This design comes from an exercise in tuning for small area on the open sky130 flow, not from production work.
The RTL was checked by simulation tests, not by an equivalence proof against the original design.

==> flow/design.v, too long to show whole: its modules and the start of the top module <==
// module fir_45: 5324 lines
// module fir45_fa: 4 lines
// module fir45_ha: 4 lines
module fir_45
   #(parameter W = 20)
   (input clk,
    input reset_b,
    input  [W-1:0] data_input,
    output [W-1:0] data_output);
  // ...
==> flow/run.sh <==
#!/bin/bash
# synth_recipe.tcl (not shown) runs the flow's synth.tcl, then flattens the netlist and writes it again
# the make line also repeats each setting of config.mk as NAME=value (left out here)
make -C /OpenROAD-flow-scripts/flow DESIGN_CONFIG=/design/flow/config.mk WORK_HOME=/design/flow/orfs CLKGATE_MAP_FILE= SYNTH_SCRIPT=/design/flow/synth_recipe.tcl finish
==> flow/config.mk <==
export PLATFORM = sky130hd
export DESIGN_NAME = fir_45
export DESIGN_NICKNAME = fir_45
export VERILOG_FILES = /design/flow/design.v
export SDC_FILE = /design/flow/constraint.sdc
export NUM_CORES = 4
export LEC_CHECK = 0
export CAP_MARGIN = 20
export CORE_MARGIN = 2
export CORE_UTILIZATION = 65
export CTS_CLUSTER_DIAMETER = 90
export CTS_CLUSTER_SIZE = 25
export SLEW_MARGIN = 20
export SYNTH_HIERARCHICAL = 1
==> flow/constraint.sdc <==
create_clock -name core_clock -period 12.0 [get_ports {clk}]
set_input_delay 2.4000 -clock core_clock [delete_from_list [all_inputs] [get_ports {clk}]]
set_output_delay 2.4000 -clock core_clock [all_outputs]
set_load 0.01 [all_outputs]
==> impl_results.md, run 1 <==
- Initial core utilization: 65.6%
- CP Launch Type: register
- YS warnings: 7
- Post-place setup slack: 1.40 ns
- Highest-count cells in the layout ignoring fill and taps: 2127 x fa_1, 1129 x dfrtp_1, 433 x inv_1, 140 x ha_1, 55 x clkbuf_16
- Status: finished clean
- Slew @ Worst Pin: ~1.0 ns
- Layout Cells excl Fill: 5515
- Crit path to: p5697
- Port buffer count: a little over 40
- Most common cell after layout, fill and taps aside: fa_1
- TritonCTS clock tree: built
- # DRC: 0
- GRT Util Overall: a little over two fifths
- Crit. path cell count: 22
- RSZ-0062 raised after global routing: false
- Fill cells: 7084
- Max-cap violations: 0
- First-pass iteration count of the detailed router: 5
- HPWL after DPL: 214000 um
- Met3 WL: around 32000 um
- Placed Area: roughly 0.078 mm^2
- Hold path cells: 0
- Seq cells post-synth: 1161
- Worst r2r src: d7[0]
- Core Util, Final: 69.2%
==> inputs of run 2 (changes only) <==
--- a/flow/config.mk
+++ b/flow/config.mk
@@ -8,5 +8,5 @@
 export CAP_MARGIN = 20
 export CORE_MARGIN = 2
-export CORE_UTILIZATION = 65
+export CORE_UTILIZATION = 80
 export CTS_CLUSTER_DIAMETER = 90
 export CTS_CLUSTER_SIZE = 25
==> run 2 against run 1 <==
Net effect: core utilization rose by 16 points; die area is 19% lower; global-route usage grew 7.1 points; flip-flop and latch count unchanged; cell count decreased by 4.6%; highest routed layer is now met5.
==> impl_results.md, run 2 <==
- # DRC: 0 (unchanged)
- Critical path data arrival time: 11.49 ns
- Rel. slew slack: 30.3%
- Core area: a little over 0.09 mm^2
- Hold path cells: 0 (unchanged)
- Min cycle time layout: 10.79 ns
- Die W: 310 um
- Setup violators final: 0
- Port buffer count: 41 (unchanged)
- CP Launch Type: register
- Seq cells post-synth: 1161 (unchanged)
- Post-synth net total: 6155
- Fmax: 0.0927 GHz
- TritonCTS clock tree: built
- Vias post-DR: 37.1k
- Worst-Skew Late Latency: 0.75 ns
- Most common cell in the netlist: fa_1
- Status: finished clean
- Max-slew violation count: 0
- FF-to-FF End: p5697
- Final wirelength: 222000 um
- Sink Count: 1161
- Highest-count cells in the layout ignoring fill and taps: 2127 x fa_1, 1129 x dfrtp_1, 433 x inv_1, 140 x ha_1, 56 x clkbuf_16
- IO Count: 42
- Area contributors post-synth: fa_1 57%, dfrtp_1 38%, ha_1 2.3%
- Final instance area: 0.0790 mm^2
- Initial core utilization: 80.6% (+15 points)
- HPWL after DPL: 192000 um (-10%)
- Hold path startpoint: d4[16]
- Hold_buf cts: 0
- TritonCTS Buffers: 56
- Initial DRC Count: 5496
- CTS max path bufs: 3
- Resize count post-CTS: 0
- Synth unique cells: 7
- Final ANT Viol Nets: 0
- Most common cell after layout, fill and taps aside: fa_1
- Drt wl/cell: approximately 42 um
- Vias/cell: 7.04
- Avg Cell Area, Syn: 19.4 um^2
- First-pass iteration count of the detailed router: 9 (+4)
- Placer Congestion: 1.28
- Final-report hold violation count: 0
- Setup TNS: 0 ns
- First-pass GRT wire length: 319000 um
- Vias in the first global route: 43.7k
- Nets: about 6.3k
- Synth top cells by count: 2127 x fa_1, 1129 x dfrtp_1, 433 x inv_1, 140 x ha_1, 32 x dfstp_2
- Area Overhead vs Synth: 5.24%
- Setup crit end kind: register
- Die area: 0.0963 mm^2
- Critical path class: reg -> reg
- Pin count of the biggest net entering global routing: 216
- R2r setup slk: 1.21 ns
- Postcts setup bufs: 0
- Mapped Area: between 0.07 and 0.08 mm^2
- Proportion of layout cells with a drive suffix above 1: between 2 and 3%
- GRT overflow: 0
- Period utilization: 89.9%
- Antenna violations before repair: 4
- Yosys top cell area share: 56.7%
- Primary FF master, synth: dfrtp_1
- CP required: 12.70 ns
- Worst-path clk slew: 0.10 ns
- Post-synth top area cell: fa_1
- Max-cap violations: 0 (unchanged)
- Die height: 310 um
- Placed Area: 0.0772 mm^2 (-0.43%)
- Row Count: 112
- Hold Crit Class: reg -> reg
- Max FO, Critical Path: 3
- Hold EP: d5[16]
- Worst r2r src: d7[0]
- RSZ-0062 raised after global routing: false
- GRT Util Overall: 50.8% (+7.1 points)
- Register area share after synthesis: roughly two fifths
- R2R depth: 22
- Number of synthesized flops with an enable pin: 0
- H-tree levels: 2
- Fill cells: 4000 (-44%)
- Slew @ Worst Pin: 1.05 ns (+0.0252 ns)
- YS warnings: 7 (unchanged)
- Max Clock Skew: 0.0695 ns
- Mapped Cells: 3866
- Clock root cell: clkbuf_16
- Synth async-reset ratio: 100%
## run 2: worst max-delay path by stage
| stage | from | to | slack (ns) |
|---|---|---|---|
| floorplan | d7[0] | p5697 | 2.56 |
| global placement | d7[0] | p5697 | 1.58 |
| detailed placement | d7[0] | p5697 | 1.52 |
| CTS | d7[0] | p5697 | 1.53 |
| global route | d7[0] | p5697 | 1.09 |
| finish | d7[0] | p5697 | 1.21 |
## run 2: critical path, cell delays in order (launching register included)
cell,delay (ns)
dfrtp_1,0.43
ha_1,0.25
fa_1,0.42
fa_1,0.61
fa_1,0.49
fa_1,0.41
fa_1,0.44
fa_1,0.47
fa_1,0.43
fa_1,0.40
fa_1,0.47
fa_1,0.89
fa_1,0.63
fa_1,0.72
fa_1,0.49
fa_1,0.50
fa_1,0.40
fa_1,0.43
fa_1,0.43
fa_1,0.49
inv_1,0.06
fa_1,0.41
fa_1,0.49
## run 2: modules after synthesis (local to each module, per instance)
module	cell area, um^2	copies in the design
fir45_ha	12.5	74
fir45_fa	20.0	2126
fir_45	31600	1
## run 2: layout make-up
type	count	area, um^2	area share, %
Antenna cell	4	10.0	0.0127
Clock buffer	74	1480	1.87
Tap cell	1254	1570	1.99
Clock inverter	13	264	0.334
Multi-Input combinational cell	2272	44400	56.1
Inverter	433	1630	2.06
Timing Repair Buffer	53	616	0.779
Sequential cell	1161	29100	36.8
## run 2: cell families (layout without fill, tap and decap cells)
logic type    after synthesis  in the layout  share of synthesized area [%]
buf+inv                   433            573                           2.16
fa+ha+maj                2267           2267                           59.0
other cells                 0              4                              0
flops                    1161           1161                           38.7
simple gates                4              4                         0.0333
xor+xnor                    1              1                         0.0117
## run 2: metal layers
| metal | global-route usage, % | up-vias | share of wire (%) | routed length [um] |
|---|---|---|---|---|
| li1 | - | 11600 | - | - |
| met1 | 69.0 | 20500 | 32 | 72000 |
| met2 | 67.6 | 3918 | 42 | 93800 |
| met3 | 26.5 | 1028 | 17 | 38000 |
| met4 | 29.1 | 16 | 8.1 | 18100 |
| met5 | 1.62 | - | 0.14 | 301 |
## run 2: stage by stage
step	hold WS, ns	utilization [%]	std cells	setup WS, ns
after global routing	0.351	84.8	5260	1.09
after detailed placement	0.335	82.8	5170	1.52
final	0.345	84.8	5264	1.21
after floorplan	0.331	-	3866	2.56
after CTS	0.346	84.7	5257	1.53
after global placement	0.331	82.8	5170	1.58

[re-timing with driven ports]
In the flow no input, the clock included, has a driving cell. The finished layouts below were timed again as built, in two steps.
Step 1 assumes that a clkbuf_16 drives the clock port and a buf_2 every other input.
Step 2 times the ports against the registers' clock, not the clock port: input delays grow and output delays shrink by t, the midpoint of the rising clock arrivals with the driver on.
Three values: ideal, step 1, step 2; two values: the first two.
run | shift t [ns] | slack for setup (ns) | worst setup path after step 2
run 1 | 0.771 | 1.292 / 1.292 / 1.292 | register to register
run 2 | 0.785 | 1.211 / 1.211 / 1.211 | register to register
After both steps every run listed still meets setup and hold.
